This is an optimization exercise on Yosys and OpenROAD, whose aim is small area, a short achievable clock period and few clock cycles, not a production implementation. No run shown here included a check of the RTL's function; only the layout flow was run.

## design/flow/config.mk

```make
export PLATFORM = sky130hd
export DESIGN_NAME = SequentialMultiplier
export DESIGN_NICKNAME = SequentialMultiplier
export VERILOG_FILES = /design/flow/design.v
export SDC_FILE = /design/flow/constraint.sdc
export NUM_CORES = 4
export LEC_CHECK = 0
export CAP_MARGIN = 20
export CORE_MARGIN = 2
export CORE_UTILIZATION = 40
export SLEW_MARGIN = 20
export SYNTH_HIERARCHICAL = 1
```

## design/flow/constraint.sdc

```tcl
create_clock -name core_clock -period 4.0 [get_ports {clock}]
set_input_delay 0.8000 -clock core_clock [delete_from_list [all_inputs] [get_ports {clock}]]
set_output_delay 0.8000 -clock core_clock [all_outputs]
set_load 0.01 [all_outputs]
```

## design/flow/design.v

```verilog
module SequentialMultiplier(clock, reset, multiplicand, multiplier, product, ready, start);
    parameter N = 32;
    input clock;
    input reset;
    input [N-1:0] multiplicand, multiplier;
    output [2*N-1:0] product;
    output ready;
    input start;
    logic busy;
    logic [2:0] count;                   
    logic [N-1:0] m_register;
    logic [33:0] acc_s, acc_c;       
    logic b0;                            
    logic [N-1:0] pl_register;           
    logic [3:0] one, two, neg;      
    logic [7:0] pend_s, pend_c;          
    logic pend_n;                        
    logic [1:0] pend_ci;                 
    wire go = start & ~busy;
    wire accumulate = busy & ~count[2];
    logic first;                         
    wire resolve = busy & count[2];
    assign ready = ~busy;
    wire [8:0] bb = go ? {multiplier[8:1], 1'b0} : pl_register[15:7];
    wire [3:0] one_d, two_d, neg_d;
    genvar j;
    generate
        for (j = 0; j < 4; j = j + 1) begin : enc
            assign one_d[j] = bb[2*j+1] ^ bb[2*j];
            assign two_d[j] = (bb[2*j+2] & ~bb[2*j+1] & ~bb[2*j]) | (~bb[2*j+2] & bb[2*j+1] & bb[2*j]);
            assign neg_d[j] = bb[2*j+2] & ~(bb[2*j+1] & bb[2*j]);
        end
    endgenerate
    wire [33:0] sum_in = first ? {2'b0, m_register & {N{b0}}} : acc_s;
    wire [33:0] carry_in = first ? '0 : acc_c;
    wire [N:0] m1 = {1'b0, m_register};
    wire [N:0] m2 = {m_register, 1'b0};
    wire [33:0] row0 = {~neg[0], ({33{one[0]}} & m1 | {33{two[0]}} & m2) ^ {33{neg[0]}}};
    wire [33:0] row1 = {~neg[1], ({33{one[1]}} & m1 | {33{two[1]}} & m2) ^ {33{neg[1]}}};
    wire [33:0] row2 = {~neg[2], ({33{one[2]}} & m1 | {33{two[2]}} & m2) ^ {33{neg[2]}}};
    wire [33:0] row3 = {~neg[3], ({33{one[3]}} & m1 | {33{two[3]}} & m2) ^ {33{neg[3]}}};
    wire hs0, hc0;
    HalfAdder ha0 (carry_in[3], sum_in[3], hs0, hc0);
    wire hs1, hc1;
    HalfAdder ha1 (carry_in[4], sum_in[4], hs1, hc1);
    wire fs0, fc0;
    FullAdder fa0 (carry_in[5], sum_in[5], neg[2], fs0, fc0);
    wire hs2, hc2;
    HalfAdder ha2 (row0[4], row1[2], hs2, hc2);
    wire fs1, fc1;
    FullAdder fa1 (carry_in[6], sum_in[6], row0[5], fs1, fc1);
    wire hs3, hc3;
    HalfAdder ha3 (row1[3], row2[1], hs3, hc3);
    wire fs2, fc2;
    FullAdder fa2 (carry_in[7], sum_in[7], row0[6], fs2, fc2);
    wire fs3, fc3;
    FullAdder fa3 (row1[4], row2[2], row3[0], fs3, fc3);
    wire fs4, fc4;
    FullAdder fa4 (carry_in[8], sum_in[8], row0[7], fs4, fc4);
    wire fs5, fc5;
    FullAdder fa5 (row1[5], row2[3], row3[1], fs5, fc5);
    wire fs6, fc6;
    FullAdder fa6 (carry_in[9], sum_in[9], row0[8], fs6, fc6);
    wire fs7, fc7;
    FullAdder fa7 (row1[6], row2[4], row3[2], fs7, fc7);
    wire fs8, fc8;
    FullAdder fa8 (carry_in[10], sum_in[10], row0[9], fs8, fc8);
    wire fs9, fc9;
    FullAdder fa9 (row1[7], row2[5], row3[3], fs9, fc9);
    wire fs10, fc10;
    FullAdder fa10 (carry_in[11], sum_in[11], row0[10], fs10, fc10);
    wire fs11, fc11;
    FullAdder fa11 (row1[8], row2[6], row3[4], fs11, fc11);
    wire fs12, fc12;
    FullAdder fa12 (carry_in[12], sum_in[12], row0[11], fs12, fc12);
    wire fs13, fc13;
    FullAdder fa13 (row1[9], row2[7], row3[5], fs13, fc13);
    wire fs14, fc14;
    FullAdder fa14 (carry_in[13], sum_in[13], row0[12], fs14, fc14);
    wire fs15, fc15;
    FullAdder fa15 (row1[10], row2[8], row3[6], fs15, fc15);
    wire fs16, fc16;
    FullAdder fa16 (carry_in[14], sum_in[14], row0[13], fs16, fc16);
    wire fs17, fc17;
    FullAdder fa17 (row1[11], row2[9], row3[7], fs17, fc17);
    wire fs18, fc18;
    FullAdder fa18 (carry_in[15], sum_in[15], row0[14], fs18, fc18);
    wire fs19, fc19;
    FullAdder fa19 (row1[12], row2[10], row3[8], fs19, fc19);
    wire fs20, fc20;
    FullAdder fa20 (carry_in[16], sum_in[16], row0[15], fs20, fc20);
    wire fs21, fc21;
    FullAdder fa21 (row1[13], row2[11], row3[9], fs21, fc21);
    wire fs22, fc22;
    FullAdder fa22 (carry_in[17], sum_in[17], row0[16], fs22, fc22);
    wire fs23, fc23;
    FullAdder fa23 (row1[14], row2[12], row3[10], fs23, fc23);
    wire fs24, fc24;
    FullAdder fa24 (carry_in[18], sum_in[18], row0[17], fs24, fc24);
    wire fs25, fc25;
    FullAdder fa25 (row1[15], row2[13], row3[11], fs25, fc25);
    wire fs26, fc26;
    FullAdder fa26 (carry_in[19], sum_in[19], row0[18], fs26, fc26);
    wire fs27, fc27;
    FullAdder fa27 (row1[16], row2[14], row3[12], fs27, fc27);
    wire fs28, fc28;
    FullAdder fa28 (carry_in[20], sum_in[20], row0[19], fs28, fc28);
    wire fs29, fc29;
    FullAdder fa29 (row1[17], row2[15], row3[13], fs29, fc29);
    wire fs30, fc30;
    FullAdder fa30 (carry_in[21], sum_in[21], row0[20], fs30, fc30);
    wire fs31, fc31;
    FullAdder fa31 (row1[18], row2[16], row3[14], fs31, fc31);
    wire fs32, fc32;
    FullAdder fa32 (carry_in[22], sum_in[22], row0[21], fs32, fc32);
    wire fs33, fc33;
    FullAdder fa33 (row1[19], row2[17], row3[15], fs33, fc33);
    wire fs34, fc34;
    FullAdder fa34 (carry_in[23], sum_in[23], row0[22], fs34, fc34);
    wire fs35, fc35;
    FullAdder fa35 (row1[20], row2[18], row3[16], fs35, fc35);
    wire fs36, fc36;
    FullAdder fa36 (carry_in[24], sum_in[24], row0[23], fs36, fc36);
    wire fs37, fc37;
    FullAdder fa37 (row1[21], row2[19], row3[17], fs37, fc37);
    wire fs38, fc38;
    FullAdder fa38 (carry_in[25], sum_in[25], row0[24], fs38, fc38);
    wire fs39, fc39;
    FullAdder fa39 (row1[22], row2[20], row3[18], fs39, fc39);
    wire fs40, fc40;
    FullAdder fa40 (carry_in[26], sum_in[26], row0[25], fs40, fc40);
    wire fs41, fc41;
    FullAdder fa41 (row1[23], row2[21], row3[19], fs41, fc41);
    wire fs42, fc42;
    FullAdder fa42 (carry_in[27], sum_in[27], row0[26], fs42, fc42);
    wire fs43, fc43;
    FullAdder fa43 (row1[24], row2[22], row3[20], fs43, fc43);
    wire fs44, fc44;
    FullAdder fa44 (carry_in[28], sum_in[28], row0[27], fs44, fc44);
    wire fs45, fc45;
    FullAdder fa45 (row1[25], row2[23], row3[21], fs45, fc45);
    wire fs46, fc46;
    FullAdder fa46 (carry_in[29], sum_in[29], row0[28], fs46, fc46);
    wire fs47, fc47;
    FullAdder fa47 (row1[26], row2[24], row3[22], fs47, fc47);
    wire fs48, fc48;
    FullAdder fa48 (carry_in[30], sum_in[30], row0[29], fs48, fc48);
    wire fs49, fc49;
    FullAdder fa49 (row1[27], row2[25], row3[23], fs49, fc49);
    wire fs50, fc50;
    FullAdder fa50 (carry_in[31], sum_in[31], row0[30], fs50, fc50);
    wire fs51, fc51;
    FullAdder fa51 (row1[28], row2[26], row3[24], fs51, fc51);
    wire fs52, fc52;
    FullAdder fa52 (carry_in[32], sum_in[32], row0[31], fs52, fc52);
    wire fs53, fc53;
    FullAdder fa53 (row1[29], row2[27], row3[25], fs53, fc53);
    wire fs54, fc54;
    FullAdder fa54 (carry_in[33], sum_in[33], row0[32], fs54, fc54);
    wire fs55, fc55;
    FullAdder fa55 (row1[30], row2[28], row3[26], fs55, fc55);
    wire fs56, fc56;
    FullAdder fa56 (row0[33], row1[31], row2[29], fs56, fc56);
    wire hs4, hc4;
    HalfAdder ha4 (carry_in[1], sum_in[1], hs4, hc4);
    wire hs5, hc5;
    HalfAdder ha5 (carry_in[2], sum_in[2], hs5, hc5);
    wire fs57, fc57;
    FullAdder fa57 (hs0, neg[1], row0[2], fs57, fc57);
    wire fs58, fc58;
    FullAdder fa58 (hc0, hs1, row0[3], fs58, fc58);
    wire fs59, fc59;
    FullAdder fa59 (hc1, row2[0], fs0, fs59, fc59);
    wire fs60, fc60;
    FullAdder fa60 (fc0, hc2, hs3, fs60, fc60);
    wire fs61, fc61;
    FullAdder fa61 (hc3, fc1, fs2, fs61, fc61);
    wire fs62, fc62;
    FullAdder fa62 (fc2, fc3, fs4, fs62, fc62);
    wire fs63, fc63;
    FullAdder fa63 (fc4, fc5, fs6, fs63, fc63);
    wire fs64, fc64;
    FullAdder fa64 (fc6, fc7, fs8, fs64, fc64);
    wire fs65, fc65;
    FullAdder fa65 (fc8, fc9, fs10, fs65, fc65);
    wire fs66, fc66;
    FullAdder fa66 (fc10, fc11, fs12, fs66, fc66);
    wire fs67, fc67;
    FullAdder fa67 (fc12, fc13, fs14, fs67, fc67);
    wire fs68, fc68;
    FullAdder fa68 (fc14, fc15, fs16, fs68, fc68);
    wire fs69, fc69;
    FullAdder fa69 (fc16, fc17, fs18, fs69, fc69);
    wire fs70, fc70;
    FullAdder fa70 (fc18, fc19, fs20, fs70, fc70);
    wire fs71, fc71;
    FullAdder fa71 (fc20, fc21, fs22, fs71, fc71);
    wire fs72, fc72;
    FullAdder fa72 (fc22, fc23, fs24, fs72, fc72);
    wire fs73, fc73;
    FullAdder fa73 (fc24, fc25, fs26, fs73, fc73);
    wire fs74, fc74;
    FullAdder fa74 (fc26, fc27, fs28, fs74, fc74);
    wire fs75, fc75;
    FullAdder fa75 (fc28, fc29, fs30, fs75, fc75);
    wire fs76, fc76;
    FullAdder fa76 (fc30, fc31, fs32, fs76, fc76);
    wire fs77, fc77;
    FullAdder fa77 (fc32, fc33, fs34, fs77, fc77);
    wire fs78, fc78;
    FullAdder fa78 (fc34, fc35, fs36, fs78, fc78);
    wire fs79, fc79;
    FullAdder fa79 (fc36, fc37, fs38, fs79, fc79);
    wire fs80, fc80;
    FullAdder fa80 (fc38, fc39, fs40, fs80, fc80);
    wire fs81, fc81;
    FullAdder fa81 (fc40, fc41, fs42, fs81, fc81);
    wire fs82, fc82;
    FullAdder fa82 (fc42, fc43, fs44, fs82, fc82);
    wire fs83, fc83;
    FullAdder fa83 (fc44, fc45, fs46, fs83, fc83);
    wire fs84, fc84;
    FullAdder fa84 (fc46, fc47, fs48, fs84, fc84);
    wire fs85, fc85;
    FullAdder fa85 (fc48, fc49, fs50, fs85, fc85);
    wire fs86, fc86;
    FullAdder fa86 (fc50, fc51, fs52, fs86, fc86);
    wire fs87, fc87;
    FullAdder fa87 (fc52, fc53, fs54, fs87, fc87);
    wire fs88, fc88;
    FullAdder fa88 (row3[27], fc54, fc55, fs88, fc88);
    wire fs89, fc89;
    FullAdder fa89 (row1[32], row2[30], row3[28], fs89, fc89);
    wire hs6, hc6;
    HalfAdder ha6 (row1[33], row2[31], hs6, hc6);
    wire hs7, hc7;
    HalfAdder ha7 (hs4, neg[0], hs7, hc7);
    wire fs90, fc90;
    FullAdder fa90 (hc4, hs5, row0[1], fs90, fc90);
    wire fs91, fc91;
    FullAdder fa91 (hc5, row1[0], fs57, fs91, fc91);
    wire fs92, fc92;
    FullAdder fa92 (row1[1], fc57, fs58, fs92, fc92);
    wire fs93, fc93;
    FullAdder fa93 (hs2, fc58, fs59, fs93, fc93);
    wire fs94, fc94;
    FullAdder fa94 (fs1, fc59, fs60, fs94, fc94);
    wire fs95, fc95;
    FullAdder fa95 (fs3, fc60, fs61, fs95, fc95);
    wire fs96, fc96;
    FullAdder fa96 (fs5, fc61, fs62, fs96, fc96);
    wire fs97, fc97;
    FullAdder fa97 (fs7, fc62, fs63, fs97, fc97);
    wire fs98, fc98;
    FullAdder fa98 (fs9, fc63, fs64, fs98, fc98);
    wire fs99, fc99;
    FullAdder fa99 (fs11, fc64, fs65, fs99, fc99);
    wire fs100, fc100;
    FullAdder fa100 (fs13, fc65, fs66, fs100, fc100);
    wire fs101, fc101;
    FullAdder fa101 (fs15, fc66, fs67, fs101, fc101);
    wire fs102, fc102;
    FullAdder fa102 (fs17, fc67, fs68, fs102, fc102);
    wire fs103, fc103;
    FullAdder fa103 (fs19, fc68, fs69, fs103, fc103);
    wire fs104, fc104;
    FullAdder fa104 (fs21, fc69, fs70, fs104, fc104);
    wire fs105, fc105;
    FullAdder fa105 (fs23, fc70, fs71, fs105, fc105);
    wire fs106, fc106;
    FullAdder fa106 (fs25, fc71, fs72, fs106, fc106);
    wire fs107, fc107;
    FullAdder fa107 (fs27, fc72, fs73, fs107, fc107);
    wire fs108, fc108;
    FullAdder fa108 (fs29, fc73, fs74, fs108, fc108);
    wire fs109, fc109;
    FullAdder fa109 (fs31, fc74, fs75, fs109, fc109);
    wire fs110, fc110;
    FullAdder fa110 (fs33, fc75, fs76, fs110, fc110);
    wire fs111, fc111;
    FullAdder fa111 (fs35, fc76, fs77, fs111, fc111);
    wire fs112, fc112;
    FullAdder fa112 (fs37, fc77, fs78, fs112, fc112);
    wire fs113, fc113;
    FullAdder fa113 (fs39, fc78, fs79, fs113, fc113);
    wire fs114, fc114;
    FullAdder fa114 (fs41, fc79, fs80, fs114, fc114);
    wire fs115, fc115;
    FullAdder fa115 (fs43, fc80, fs81, fs115, fc115);
    wire fs116, fc116;
    FullAdder fa116 (fs45, fc81, fs82, fs116, fc116);
    wire fs117, fc117;
    FullAdder fa117 (fs47, fc82, fs83, fs117, fc117);
    wire fs118, fc118;
    FullAdder fa118 (fs49, fc83, fs84, fs118, fc118);
    wire fs119, fc119;
    FullAdder fa119 (fs51, fc84, fs85, fs119, fc119);
    wire fs120, fc120;
    FullAdder fa120 (fs53, fc85, fs86, fs120, fc120);
    wire fs121, fc121;
    FullAdder fa121 (fs55, fc86, fs87, fs121, fc121);
    wire fs122, fc122;
    FullAdder fa122 (fs56, fc87, fs88, fs122, fc122);
    wire fs123, fc123;
    FullAdder fa123 (fc56, fs89, fc88, fs123, fc123);
    wire fs124, fc124;
    FullAdder fa124 (row3[29], hs6, fc89, fs124, fc124);
    wire fs125, fc125;
    FullAdder fa125 (row2[32], row3[30], hc6, fs125, fc125);
    wire hs8, hc8;
    HalfAdder ha8 (row2[33], row3[31], hs8, hc8);
    wire [41:0] tx = {1'b0, row3[33], row3[32], hs8, fs125, fs124, fc122, fc121, fc120, fc119, fc118, fc117, fc116, fc115, fc114, fc113, fc112, fc111, fc110, fc109, fc108, fc107, fc106, fc105, fc104, fc103, fc102, fc101, fc100, fc99, fc98, fc97, fc96, fc95, fc94, fc93, fc92, fc91, fc90, hc7, hs7, carry_in[0]};
    wire [41:0] ty = {1'b0, 1'b0, hc8, fc125, fc124, fc123, fs123, fs122, fs121, fs120, fs119, fs118, fs117, fs116, fs115, fs114, fs113, fs112, fs111, fs110, fs109, fs108, fs107, fs106, fs105, fs104, fs103, fs102, fs101, fs100, fs99, fs98, fs97, fs96, fs95, fs94, fs93, fs92, fs91, fs90, row0[0], sum_in[0]};
    wire [39:0] fx = {acc_s[N-1:0], pend_s};
    wire [39:0] fy = {acc_c[N-1:0], pend_c};
    wire [39:0] fk = {32'hAAAAAAAC, 8'b0};
    wire [39:0] fz = {32'b0, pend_n, 5'b0, pend_ci};    
    wire [39:0] fu = fx ^ fy ^ (fk | fz);
    wire [40:0] fv = {(fx & fy) | ((fx | fy) & (fk | fz)), 1'b0};
    wire [39:0] fa_p = fu ^ fv[39:0];
    wire [39:0] fa_g = fu & fv[39:0];
    wire fa_G0 = fa_g[1] | (fa_p[1] & fa_g[0]);
    wire fa_G1 = fa_g[3] | (fa_p[3] & fa_g[2]);
    wire fa_P1 = fa_p[3] & fa_p[2];
    wire fa_G2 = fa_g[5] | (fa_p[5] & fa_g[4]);
    wire fa_P2 = fa_p[5] & fa_p[4];
    wire fa_G3 = fa_g[7] | (fa_p[7] & fa_g[6]);
    wire fa_P3 = fa_p[7] & fa_p[6];
    wire fa_G4 = fa_g[9] | (fa_p[9] & fa_g[8]);
    wire fa_P4 = fa_p[9] & fa_p[8];
    wire fa_G5 = fa_g[11] | (fa_p[11] & fa_g[10]);
    wire fa_P5 = fa_p[11] & fa_p[10];
    wire fa_G6 = fa_g[13] | (fa_p[13] & fa_g[12]);
    wire fa_P6 = fa_p[13] & fa_p[12];
    wire fa_G7 = fa_g[15] | (fa_p[15] & fa_g[14]);
    wire fa_P7 = fa_p[15] & fa_p[14];
    wire fa_G8 = fa_g[17] | (fa_p[17] & fa_g[16]);
    wire fa_P8 = fa_p[17] & fa_p[16];
    wire fa_G9 = fa_g[19] | (fa_p[19] & fa_g[18]);
    wire fa_P9 = fa_p[19] & fa_p[18];
    wire fa_G10 = fa_g[21] | (fa_p[21] & fa_g[20]);
    wire fa_P10 = fa_p[21] & fa_p[20];
    wire fa_G11 = fa_g[23] | (fa_p[23] & fa_g[22]);
    wire fa_P11 = fa_p[23] & fa_p[22];
    wire fa_G12 = fa_g[25] | (fa_p[25] & fa_g[24]);
    wire fa_P12 = fa_p[25] & fa_p[24];
    wire fa_G13 = fa_g[27] | (fa_p[27] & fa_g[26]);
    wire fa_P13 = fa_p[27] & fa_p[26];
    wire fa_G14 = fa_g[29] | (fa_p[29] & fa_g[28]);
    wire fa_P14 = fa_p[29] & fa_p[28];
    wire fa_G15 = fa_g[31] | (fa_p[31] & fa_g[30]);
    wire fa_P15 = fa_p[31] & fa_p[30];
    wire fa_G16 = fa_g[33] | (fa_p[33] & fa_g[32]);
    wire fa_P16 = fa_p[33] & fa_p[32];
    wire fa_G17 = fa_g[35] | (fa_p[35] & fa_g[34]);
    wire fa_P17 = fa_p[35] & fa_p[34];
    wire fa_G18 = fa_g[37] | (fa_p[37] & fa_g[36]);
    wire fa_P18 = fa_p[37] & fa_p[36];
    wire fa_G19 = fa_g[39] | (fa_p[39] & fa_g[38]);
    wire fa_P19 = fa_p[39] & fa_p[38];
    wire fa_G20 = fa_g[2] | (fa_p[2] & fa_G0);
    wire fa_G21 = fa_G1 | (fa_P1 & fa_G0);
    wire fa_G22 = fa_g[6] | (fa_p[6] & fa_G2);
    wire fa_P22 = fa_p[6] & fa_P2;
    wire fa_G23 = fa_G3 | (fa_P3 & fa_G2);
    wire fa_P23 = fa_P3 & fa_P2;
    wire fa_G24 = fa_g[10] | (fa_p[10] & fa_G4);
    wire fa_P24 = fa_p[10] & fa_P4;
    wire fa_G25 = fa_G5 | (fa_P5 & fa_G4);
    wire fa_P25 = fa_P5 & fa_P4;
    wire fa_G26 = fa_g[14] | (fa_p[14] & fa_G6);
    wire fa_P26 = fa_p[14] & fa_P6;
    wire fa_G27 = fa_G7 | (fa_P7 & fa_G6);
    wire fa_P27 = fa_P7 & fa_P6;
    wire fa_G28 = fa_g[18] | (fa_p[18] & fa_G8);
    wire fa_P28 = fa_p[18] & fa_P8;
    wire fa_G29 = fa_G9 | (fa_P9 & fa_G8);
    wire fa_P29 = fa_P9 & fa_P8;
    wire fa_G30 = fa_g[22] | (fa_p[22] & fa_G10);
    wire fa_P30 = fa_p[22] & fa_P10;
    wire fa_G31 = fa_G11 | (fa_P11 & fa_G10);
    wire fa_P31 = fa_P11 & fa_P10;
    wire fa_G32 = fa_g[26] | (fa_p[26] & fa_G12);
    wire fa_P32 = fa_p[26] & fa_P12;
    wire fa_G33 = fa_G13 | (fa_P13 & fa_G12);
    wire fa_P33 = fa_P13 & fa_P12;
    wire fa_G34 = fa_g[30] | (fa_p[30] & fa_G14);
    wire fa_P34 = fa_p[30] & fa_P14;
    wire fa_G35 = fa_G15 | (fa_P15 & fa_G14);
    wire fa_P35 = fa_P15 & fa_P14;
    wire fa_G36 = fa_g[34] | (fa_p[34] & fa_G16);
    wire fa_P36 = fa_p[34] & fa_P16;
    wire fa_G37 = fa_G17 | (fa_P17 & fa_G16);
    wire fa_P37 = fa_P17 & fa_P16;
    wire fa_G38 = fa_g[38] | (fa_p[38] & fa_G18);
    wire fa_P38 = fa_p[38] & fa_P18;
    wire fa_G39 = fa_G19 | (fa_P19 & fa_G18);
    wire fa_P39 = fa_P19 & fa_P18;
    wire fa_G40 = fa_g[4] | (fa_p[4] & fa_G21);
    wire fa_G41 = fa_G2 | (fa_P2 & fa_G21);
    wire fa_G42 = fa_G22 | (fa_P22 & fa_G21);
    wire fa_G43 = fa_G23 | (fa_P23 & fa_G21);
    wire fa_G44 = fa_g[12] | (fa_p[12] & fa_G25);
    wire fa_P44 = fa_p[12] & fa_P25;
    wire fa_G45 = fa_G6 | (fa_P6 & fa_G25);
    wire fa_P45 = fa_P6 & fa_P25;
    wire fa_G46 = fa_G26 | (fa_P26 & fa_G25);
    wire fa_P46 = fa_P26 & fa_P25;
    wire fa_G47 = fa_G27 | (fa_P27 & fa_G25);
    wire fa_P47 = fa_P27 & fa_P25;
    wire fa_G48 = fa_g[20] | (fa_p[20] & fa_G29);
    wire fa_P48 = fa_p[20] & fa_P29;
    wire fa_G49 = fa_G10 | (fa_P10 & fa_G29);
    wire fa_P49 = fa_P10 & fa_P29;
    wire fa_G50 = fa_G30 | (fa_P30 & fa_G29);
    wire fa_P50 = fa_P30 & fa_P29;
    wire fa_G51 = fa_G31 | (fa_P31 & fa_G29);
    wire fa_P51 = fa_P31 & fa_P29;
    wire fa_G52 = fa_g[28] | (fa_p[28] & fa_G33);
    wire fa_P52 = fa_p[28] & fa_P33;
    wire fa_G53 = fa_G14 | (fa_P14 & fa_G33);
    wire fa_P53 = fa_P14 & fa_P33;
    wire fa_G54 = fa_G34 | (fa_P34 & fa_G33);
    wire fa_P54 = fa_P34 & fa_P33;
    wire fa_G55 = fa_G35 | (fa_P35 & fa_G33);
    wire fa_P55 = fa_P35 & fa_P33;
    wire fa_G56 = fa_g[36] | (fa_p[36] & fa_G37);
    wire fa_P56 = fa_p[36] & fa_P37;
    wire fa_G57 = fa_G18 | (fa_P18 & fa_G37);
    wire fa_P57 = fa_P18 & fa_P37;
    wire fa_G58 = fa_G38 | (fa_P38 & fa_G37);
    wire fa_P58 = fa_P38 & fa_P37;
    wire fa_G59 = fa_G39 | (fa_P39 & fa_G37);
    wire fa_P59 = fa_P39 & fa_P37;
    wire fa_G60 = fa_g[8] | (fa_p[8] & fa_G43);
    wire fa_G61 = fa_G4 | (fa_P4 & fa_G43);
    wire fa_G62 = fa_G24 | (fa_P24 & fa_G43);
    wire fa_G63 = fa_G25 | (fa_P25 & fa_G43);
    wire fa_G64 = fa_G44 | (fa_P44 & fa_G43);
    wire fa_G65 = fa_G45 | (fa_P45 & fa_G43);
    wire fa_G66 = fa_G46 | (fa_P46 & fa_G43);
    wire fa_G67 = fa_G47 | (fa_P47 & fa_G43);
    wire fa_G68 = fa_g[24] | (fa_p[24] & fa_G51);
    wire fa_P68 = fa_p[24] & fa_P51;
    wire fa_G69 = fa_G12 | (fa_P12 & fa_G51);
    wire fa_P69 = fa_P12 & fa_P51;
    wire fa_G70 = fa_G32 | (fa_P32 & fa_G51);
    wire fa_P70 = fa_P32 & fa_P51;
    wire fa_G71 = fa_G33 | (fa_P33 & fa_G51);
    wire fa_P71 = fa_P33 & fa_P51;
    wire fa_G72 = fa_G52 | (fa_P52 & fa_G51);
    wire fa_P72 = fa_P52 & fa_P51;
    wire fa_G73 = fa_G53 | (fa_P53 & fa_G51);
    wire fa_P73 = fa_P53 & fa_P51;
    wire fa_G74 = fa_G54 | (fa_P54 & fa_G51);
    wire fa_P74 = fa_P54 & fa_P51;
    wire fa_G75 = fa_G55 | (fa_P55 & fa_G51);
    wire fa_P75 = fa_P55 & fa_P51;
    wire fa_G76 = fa_g[16] | (fa_p[16] & fa_G67);
    wire fa_G77 = fa_G8 | (fa_P8 & fa_G67);
    wire fa_G78 = fa_G28 | (fa_P28 & fa_G67);
    wire fa_G79 = fa_G29 | (fa_P29 & fa_G67);
    wire fa_G80 = fa_G48 | (fa_P48 & fa_G67);
    wire fa_G81 = fa_G49 | (fa_P49 & fa_G67);
    wire fa_G82 = fa_G50 | (fa_P50 & fa_G67);
    wire fa_G83 = fa_G51 | (fa_P51 & fa_G67);
    wire fa_G84 = fa_G68 | (fa_P68 & fa_G67);
    wire fa_G85 = fa_G69 | (fa_P69 & fa_G67);
    wire fa_G86 = fa_G70 | (fa_P70 & fa_G67);
    wire fa_G87 = fa_G71 | (fa_P71 & fa_G67);
    wire fa_G88 = fa_G72 | (fa_P72 & fa_G67);
    wire fa_G89 = fa_G73 | (fa_P73 & fa_G67);
    wire fa_G90 = fa_G74 | (fa_P74 & fa_G67);
    wire fa_G91 = fa_G75 | (fa_P75 & fa_G67);
    wire fa_G92 = fa_g[32] | (fa_p[32] & fa_G91);
    wire fa_G93 = fa_G16 | (fa_P16 & fa_G91);
    wire fa_G94 = fa_G36 | (fa_P36 & fa_G91);
    wire fa_G95 = fa_G37 | (fa_P37 & fa_G91);
    wire fa_G96 = fa_G56 | (fa_P56 & fa_G91);
    wire fa_G97 = fa_G57 | (fa_P57 & fa_G91);
    wire fa_G98 = fa_G58 | (fa_P58 & fa_G91);
    wire fa_G99 = fa_G59 | (fa_P59 & fa_G91);
    wire [39:0] fa_c = {fa_G98, fa_G97, fa_G96, fa_G95, fa_G94, fa_G93, fa_G92, fa_G91, fa_G90, fa_G89, fa_G88, fa_G87, fa_G86, fa_G85, fa_G84, fa_G83, fa_G82, fa_G81, fa_G80, fa_G79, fa_G78, fa_G77, fa_G76, fa_G67, fa_G66, fa_G65, fa_G64, fa_G63, fa_G62, fa_G61, fa_G60, fa_G43, fa_G42, fa_G41, fa_G40, fa_G21, fa_G20, fa_G0, fa_g[0], 1'b0};
    wire [39:0] fa_sum = fa_p ^ fa_c;
    wire [39:0] fsum = fa_sum;
    wire [7:0] low = fsum[7:0];
    wire c8 = fa_c[8];   
    wire [1:0] low_ci = {1'b0, c8} + {1'b0, fv[8]};   
    wire [N-1:0] hi = fsum[39:8];
    assign product = {acc_s[N-1:0], pl_register};
    always_ff @(posedge clock) begin
        if (~busy)
            m_register <= multiplicand;
        if (go)
            b0 <= multiplier[0];
        one <= one_d;
        two <= two_d;
        neg <= neg_d;
        pend_s <= tx[7:0];
        pend_c <= ty[7:0];
        pend_n <= neg[3];
        pend_ci <= first ? 2'b0 : low_ci;
        acc_c <= ty[41:8];
        if (accumulate)
            acc_s <= tx[41:8];
        else if (resolve)
            acc_s[N-1:0] <= hi;
        if (go)
            pl_register <= {1'b0, multiplier[N-1:1]};
        else if (busy)
            pl_register <= {low[7:0], pl_register[N-1:8]};
    end
    always_ff @(posedge clock or posedge reset) begin
        if (reset)
            first <= 1'b0;
        else
            first <= go;
    end
    always_ff @(posedge clock or posedge reset) begin
        if (reset) begin
            busy <= 1'b0;
            count <= '0;
        end else if (go) begin
            busy <= 1'b1;
            count <= '0;
        end else if (busy) begin
            count <= count + 1'b1;
            if (count == 3'd4)
                busy <= 1'b0;
        end
    end
endmodule
module FullAdder(input a, input b, input c, output s, output co);
    assign s = a ^ b ^ c;
    assign co = (a & b) | (a & c) | (b & c);
endmodule
module HalfAdder(input a, input b, output s, output co);
    assign s = a ^ b;
    assign co = a & b;
endmodule
```

## design/flow/run.sh

```bash
#!/bin/bash
# synth_recipe.tcl (not shown) runs the flow's synth.tcl, then flattens the netlist and writes it again
# the make line also repeats each setting of config.mk as NAME=value (left out here)
make -C /OpenROAD-flow-scripts/flow DESIGN_CONFIG=/design/flow/config.mk WORK_HOME=/design/flow/orfs CLKGATE_MAP_FILE= SYNTH_SCRIPT=/design/flow/synth_recipe.tcl finish
```

==> results of run 1 <==
==> placed cells by master, fill, tap and decap left out, types with 5 or more instances in the layout <==
cell type,n
xor2_1,18
nor2_1,53
nor3_1,7
a21o_1,5
clkbuf_16,18
buf_12,6
nand2_1,46
o21ai_0,58
nand3_1,36
dfxtp_1,60
a21oi_1,41
xnor2_1,146
mux2_2,22
edfxtp_1,97
ha_1,90
buf_4,16
or3_1,6
clkdlybuf4s50_1,131
a22oi_1,124
fa_1,134
nor2b_1,24
inv_1,111
==> metrics by stage <==
step / cells / utilization, %
after detailed placement: 1737 / 45.0
after global routing: 1769 / 46.7
after CTS: 1769 / 46.7
final: 1769 / 46.7
after floorplan: 1267 / -
after global placement: 1737 / 45.0
==> per-module statistics from Yosys, one instance, submodules excluded <==
module                area [um^2]  flops+latches  cells inside  times used
FullAdder                    20.0              0             1         126
SequentialMultiplier        10900            166          1130           1
HalfAdder                    12.5              0             1           9
==> logic make-up (layout without fill, tap and decap cells) <==
logic type,after synthesis,count (layout)
compound gates,261,261
buf+inv,242,296
fa+ha+maj,224,224
simple gates,182,182
flops,166,166
xor+xnor,164,164
mux,25,25
other cells,1,3
==> final timing paths <==
kind,startpoint,to,depth (start not counted)
setup / recovery,pend_s[1],product[62],12
hold / removal,acc_c[0],pend_s[0],1
setup reg to reg,pend_s[1],product[62],12
hold reg to reg,acc_c[0],pend_s[0],1
max in group asynchronous,reset,busy,2
min in group asynchronous,reset,count[0],2
==> sequential cells by signal, summed over array words and instances, names as in the netlist, 2 cells and up <==
name and count:
acc_c 32, m_register 32, pl_register 32, product 32, pend_c 8, pend_s 8, neg 4, one 4
two 4, count 3, pend_ci 2
==> final cells by class <==
class / instances / area share (%)
sequential: 166 / 27.7
tap: 448 / 3.59
clock inverter: 12 / 0.729
multi-input combinational: 859 / 52.5
inverter: 111 / 2.67
clock buffer: 20 / 2.93
timing repair buffer: 153 / 9.93
==> cells in the mapped netlist (2+ instances only) <==
master,instances
nand2_1,46
o31ai_1,3
a22oi_1,124
a21oi_1,41
a22o_1,2
buf_1,12
and4_1,4
inv_1,111
ha_1,90
nor2b_1,25
buf_4,32
fa_1,134
mux2_2,22
or3_1,6
nand2b_1,2
mux2i_1,3
nor2_1,53
o21a_1,3
o211ai_1,3
edfxtp_1,97
dfrtp_1,5
a31oi_1,2
nand3_1,36
dfxtp_1,64
xor2_1,18
clkbuf_1,87
nor3_1,7
a21oi_2,2
xnor2_1,146
o21ai_0,58
a211oi_1,3
a221oi_2,2
a21o_1,5
==> per-layer routing <==
layer	wire length [um]	part of all wire (%)	track usage, %	up-vias
met3	1590	4.6	3.46	26
met1	15500	44	27.2	4669
li1	-	-	-	4358
met2	17300	50	34.5	255
met4	426	1.2	4.63	0
met5	0	0	0	-
==> worst max-delay path: cells and delay by family, from the launching register on <==
family / cells / cell delay, ps
flops: 1 / 320
compound gates: 8 / 1920
fa+ha+maj: 2 / 760
simple gates: 2 / 270
==> results by group, run 1 <==
Status
  – Status: finished clean

Cells and area
  – Layout area overhead: 15.5%
  – # nets final: 1599
  – Fill count: 3038
  – Antenna diode count: 0
  – Footprint of the multi-input gates: 8200 um^2
  – Sequential cell area: 4330 um^2
  – Fraction of layout cells with a size suffix above 1: 7.04%
  – Design Area, Final: 15600 um^2

Die
  – Placement Rows: 67
  – Die X: 188 um
  – Core region area: 33400 um^2
  – Ports: 132
  – Die height: 188 um
  – Starting Density: 40.5%
  – Die ar.: 35300 um^2

Clocking
  – Root Buffer: clkbuf_16
  – Clock sink count: 166
  – Inserted Clock Buffers: 17
  – Clk buf depth: 2
  – Cells resized by post-CTS repair: 0
  – # Post-CTS Setup Buffers: 0
  – Clk pin slew, worst setup/hold paths: 70 ps
  – Hold buffers post-CTS: 0
  – Worst skew pair latency: 430 ps
  – CTS tree: built
  – Number of H-tree levels: 4

Synthesis
  – Synth area leader: edfxtp_1
  – Synth Cell Area: 13500 um^2
  – Synth Area in Adders: 28.1%
  – Xor and xnor fraction of the mapped netlist area: 10.6%
  – Cell count after synthesis: 1265
  – Simple-gate area share of the yosys netlist: 6.26%
  – Post-synth top area share: 21.5%
  – Compound-Gate Fraction of Synth Area: 13.4%
  – Main combinational cell family by area after synthesis: adder cells
  – Ranking of synthesized cells by area: edfxtp_1 22%, fa_1 20%, dfxtp_1 9.5%
  – Number of flops mapped to enable cells by yosys: 97
  – Main flop type after synthesis: edfxtp_1
  – Sequential area share after synthesis: 31.9%
  – Async SR Flop Fraction: 3.01%
  – Number of synthesized register bits: 166
  – Syn. warnings: 7
  – Post-synthesis cell type count: 50
  – Synthesized area per cell: 10.7 um^2
  – Post-synthesis mux area share: 2.05%

Global routing
  – Largest net degree at the start of global routing: 100
  – GRT Total Usage: 20.3%
  – First-pass GRT wire length: 55.5 mm
  – Grt total ovfl: 0
  – Initial antenna violation count: 0
  – Vias in the first global route: 9758

Routing
  – DR vias/cell: 5.26
  – DRT Pass-1 Iters: 7
  – Vias: 9308
  – Post-Route WL: 34.8 mm
  – Post-DRT Antenna Nets: 0
  – Drt first-iter violations: 591
  – DR DRC count: 0
  – WL/cell: 19.7 um

Worst setup path
  – Crit path kind: reg2reg
  – Critical path's slowest cell: fa_1
  – Crit. End Element: register
  – Crit path required time: 4180 ps
  – FF-to-FF setup slack: 470 ps
  – CP Max Fanout: 4
  – Crit path launch type: register
  – Worst-path cell chain: fa_1 -> ha_1 -> a211oi_1 -> o211a_1 -> or3_1 -> a21boi_2 -> a21bo_4 -> a32oi_4 -> a31oi_4 -> a21o_4 -> a2111oi_4 -> nor3_1
  – Worst Path Arrival: 3710 ps
  – Slowest Stage Delay on Critical Path: 440 ps

STA
  – Max-slew headroom: 26.8%
  – Final setup margin: 465 ps
  – Unrepaired setup endpoints after global routing: false
  – Setup TNS: 0 ps
  – Pins Over Slew Limit: 0
  – FMAX: 0.283 GHz
  – Worst-margin pin slew: 1100 ps
  – Final-report setup violation count: 0
  – Fin Clk Skew: 14.6 ps
  – Period utilization: 88.4%
  – Hold Fails Final Rpt: 0
  – Fin Hold WS: 472 ps
  – Minimum clock period: 3530 ps

Job
  – # Max-Cap Violations: 0

Placed design
  – Placed Area: 15100 um^2
  – Dpl hpwl: 26.0 mm
  – Worst slack at placement: 433 ps
  – Count of port buffers added during placement: 131
  – Placer congestion estimate: 0.834

Hold path
  – Worst Hold Class: reg2reg
==> run 2, diff against run 1 <==
--- a/design/flow/config.mk
+++ b/design/flow/config.mk
@@ -8,5 +8,6 @@
 export CAP_MARGIN = 20
 export CORE_MARGIN = 2
 export CORE_UTILIZATION = 40
+export SETUP_SLACK_MARGIN = 1.0
 export SLEW_MARGIN = 20
 export SYNTH_HIERARCHICAL = 1
==> run 2 against run 1 <==
Critical path depth increased by 2. Highest routed layer unchanged. Setup slack improved by 300 ps. Clock-buffer cell count increased by 1. Sequential share of layout area decreased by 1.4 points.
==> results by group, run 2 <==
Routing
  – Drt first-iter violations: 823
  – WL/cell: 20.2 um
  – Vias: 9645
  – Post-DRT Antenna Nets: 0
  – DR vias/cell: 5.30
  – DRT Pass-1 Iters: 6
  – DR DRC count: 0
  – Post-Route WL: 36.8 mm

Synthesis
  – Synthesized area per cell: 10.7 um^2
  – Sequential area share after synthesis: 31.9%
  – Post-synth top area share: 21.5%
  – Number of flops mapped to enable cells by yosys: 97
  – Ranking of synthesized cells by area: edfxtp_1 22%, fa_1 20%, dfxtp_1 9.5%
  – Post-synthesis mux area share: 2.05%
  – Async SR Flop Fraction: 3.01%
  – Main flop type after synthesis: edfxtp_1
  – Number of synthesized register bits: 166
  – Simple-gate area share of the yosys netlist: 6.26%
  – Synth area leader: edfxtp_1
  – Synth top cells by count: 146 x xnor2_1, 134 x fa_1, 124 x a22oi_1
  – Xor and xnor fraction of the mapped netlist area: 10.6%
  – Cell count after synthesis: 1265
  – Synth Cell Area: 13500 um^2
  – Most frequent cell after synthesis: xnor2_1
  – Synth Area in Adders: 28.1%
  – Main combinational cell family by area after synthesis: adder cells
  – Compound-Gate Fraction of Synth Area: 13.4%
  – Syn. warnings: 7
  – Post-synthesis cell type count: 50

Clocking
  – Clk pin slew, worst setup/hold paths: 70 ps
  – Clk buf depth: 2
  – Root Buffer: clkbuf_16
  – Number of H-tree levels: 4
  – Worst skew pair latency: 450 ps
  – Inserted Clock Buffers: 17
  – Clock sink count: 166
  – CTS tree: built

Status
  – Status: finished clean

Die
  – Placement Rows: 67
  – Die X: 188 um
  – Ports: 132
  – Core region area: 33400 um^2
  – Die height: 188 um
  – Starting Density: 40.5%
  – Die ar.: 35300 um^2

Worst setup path
  – Worst Setup EP: product[47]
  – Worst Path Arrival: 3410 ps
  – Crit path launch type: register
  – FF-to-FF setup slack: 770 ps
  – Worst r2r src: product[35]
  – Crit path kind: reg2reg
  – Worst-path cell chain: inv_2 -> ha_4 -> inv_4 -> ha_4 -> a21oi_4 -> o21ai_2 -> a221oi_4 -> a21boi_4 -> o21a_1 -> o41a_1 -> a41o_1 -> nor2_2 -> xor2_2 -> o21ai_1
  – Worst Setup SP: product[35]
  – Crit path required time: 4180 ps
  – Most used cell along the critical path: ha_4
  – Crit. End Element: register
  – Slowest Stage Delay on Critical Path: 420 ps
  – Capture point of the worst reg-to-reg path: product[47]
  – R2R cell count: 14
  – Critical path's slowest cell: o41a_1
  – CP Max Fanout: 3

Job
  – # Max-Cap Violations: 0

STA
  – Period utilization: 80.8%
  – Unrepaired setup endpoints after global routing: true
  – Fin Clk Skew: 19.2 ps
  – Final-report setup violation count: 0
  – Pins Over Slew Limit: 0
  – Minimum clock period: 3230 ps
  – FMAX: 0.310 GHz
  – Max-slew headroom: 49.2%
  – Hold Fails Final Rpt: 0
  – Worst-margin pin slew: 762 ps
  – Setup TNS: 0 ps
  – Fin Hold WS: 485 ps

Placed design
  – Placed Area: 15200 um^2
  – Dpl hpwl: 26.4 mm
  – Count of port buffers added during placement: 131
  – Placer congestion estimate: 0.843

Global routing
  – Vias in the first global route: 10.1k
  – First-pass GRT wire length: 57.4 mm
  – Grt total ovfl: 0
  – Largest net degree at the start of global routing: 54
  – GRT Total Usage: 21.2%
  – Initial antenna violation count: 1

Cells and area
  – Design Area, Final: 16500 um^2
  – Fraction of layout cells with a size suffix above 1: 15.2%
  – Commonest non-fill, non-tap cell in the layout: xnor2_1
  – # nets final: 1649
  – Commonest cells after routing, fill and taps aside: 144 x xnor2_1, 132 x fa_1, 131 x clkdlybuf4s50_1
  – Final core occ: 49.2%
  – Fill count: 2984
  – Layout area overhead: 21.7%

Hold path
  – Worst Hold Class: reg2reg
  – Worst Hold Depth: 1
[run 2: final cells by class]
| cell class | instances | area, um^2 | share of cell area [%] |
|---|---|---|---|
| well taps | 448 | 561 | 3.40 |
| repair buffers | 203 | 1980 | 12.0 |
| flip-flops and latches | 166 | 4340 | 26.3 |
| multi-input cells | 859 | 8620 | 52.3 |
| inverters | 111 | 419 | 2.55 |
| diodes | 1 | 2.50 | 0.0152 |
| clock inverters | 11 | 86.3 | 0.524 |
| clock buffers | 21 | 472 | 2.86 |
[run 2: routing by layer]
layer	vias to the layer above	global-route usage [%]	wire length, um	share of wire [%]
met2	292	34.4	17800	48
li1	4451	-	-	-
met5	-	0	0	0
met4	0	6.63	761	2.1
met3	41	3.46	1930	5.2
met1	4861	29.0	16300	44
[run 2: cell families after synthesis]
logic type	Yosys count
muxes	25
AOI/OAI and AO/OA	261
adders and majority gates	224
buffers and inverters	242
DFF	166
xor gates and xnor gates	164
other	1
and+or+nand+nor	182
[run 2: per-stage QoR]
stage | setup slack (ps) | instances
after floorplan | 1030 | 1267
after global placement | 718 | 1739
after detailed placement | 624 | 1739
after CTS | 802 | 1795
after global routing | 656 | 1820
final | 770 | 1820
[run 2: timing repair]
| action | 4_1_cts | 5_1_grt |
|---|---|---|
| resized for setup | 46 | 35 |
| setup buffers | 24 | 23 |
| endpoints found under the setup margin | 23 | 31 |
| pin swaps | 47 | 22 |
| cloned | 0 | 1 |
| hold buffers | 0 | 0 |
[run 2: critical path: cells and delay by family (launching register included)]
| family | cells | cell delay (ps) |
|---|---|---|
| DFF | 1 | 370 |
| and+or+nand+nor | 1 | 140 |
| adders and majority gates | 2 | 520 |
| buffers and inverters | 2 | 90 |
| xor gates and xnor gates | 1 | 200 |
| AOI/OAI and AO/OA | 8 | 1630 |
[run 2: modules after synthesis (local to each module, per instance)]
module                times used  cells  flip-flops and latches  area [um^2]
SequentialMultiplier           1   1130                     166        10900
FullAdder                    126      1                       0         20.0
HalfAdder                      9      1                       0         12.5
[run 2: worst min-delay path by stage]
| stage | start | to | slack, ps |
|---|---|---|---|
| after global routing | acc_c[0] | pend_s[0] | 500 |
| after CTS | acc_c[0] | pend_s[0] | 500 |
| final | acc_c[0] | pend_s[0] | 480 |
| after floorplan | neg[3] | pend_n | 330 |
| after global placement | count[2] | busy | 460 |
| after detailed placement | acc_c[0] | pend_s[0] | 480 |

## afterwards: timing with drivers on the ports
The results above use ideal ports. As a check the final layouts listed here were re-extracted and re-timed, cells and wires unchanged.
Step 1: set_driving_cell puts a clkbuf_16 on clock and a buf_2 on each other input, an assumption about the parent block.
Step 2 times the ports against the registers' clock, not the clock port: input delays grow and output delays shrink by t, the midpoint of the rising clock arrivals with the driver on.
Three values: ideal, step 1, step 2; two values: the first two.
run | shift t [ns] | slack for setup (ns) | worst setup path after step 2
run 1 | 0.478 | 0.465 / 0.465 / 0.465 | register to register
run 2 | 0.493 | 0.770 / 0.770 / 0.770 | register to register
After both steps setup and hold are still met in every run listed.
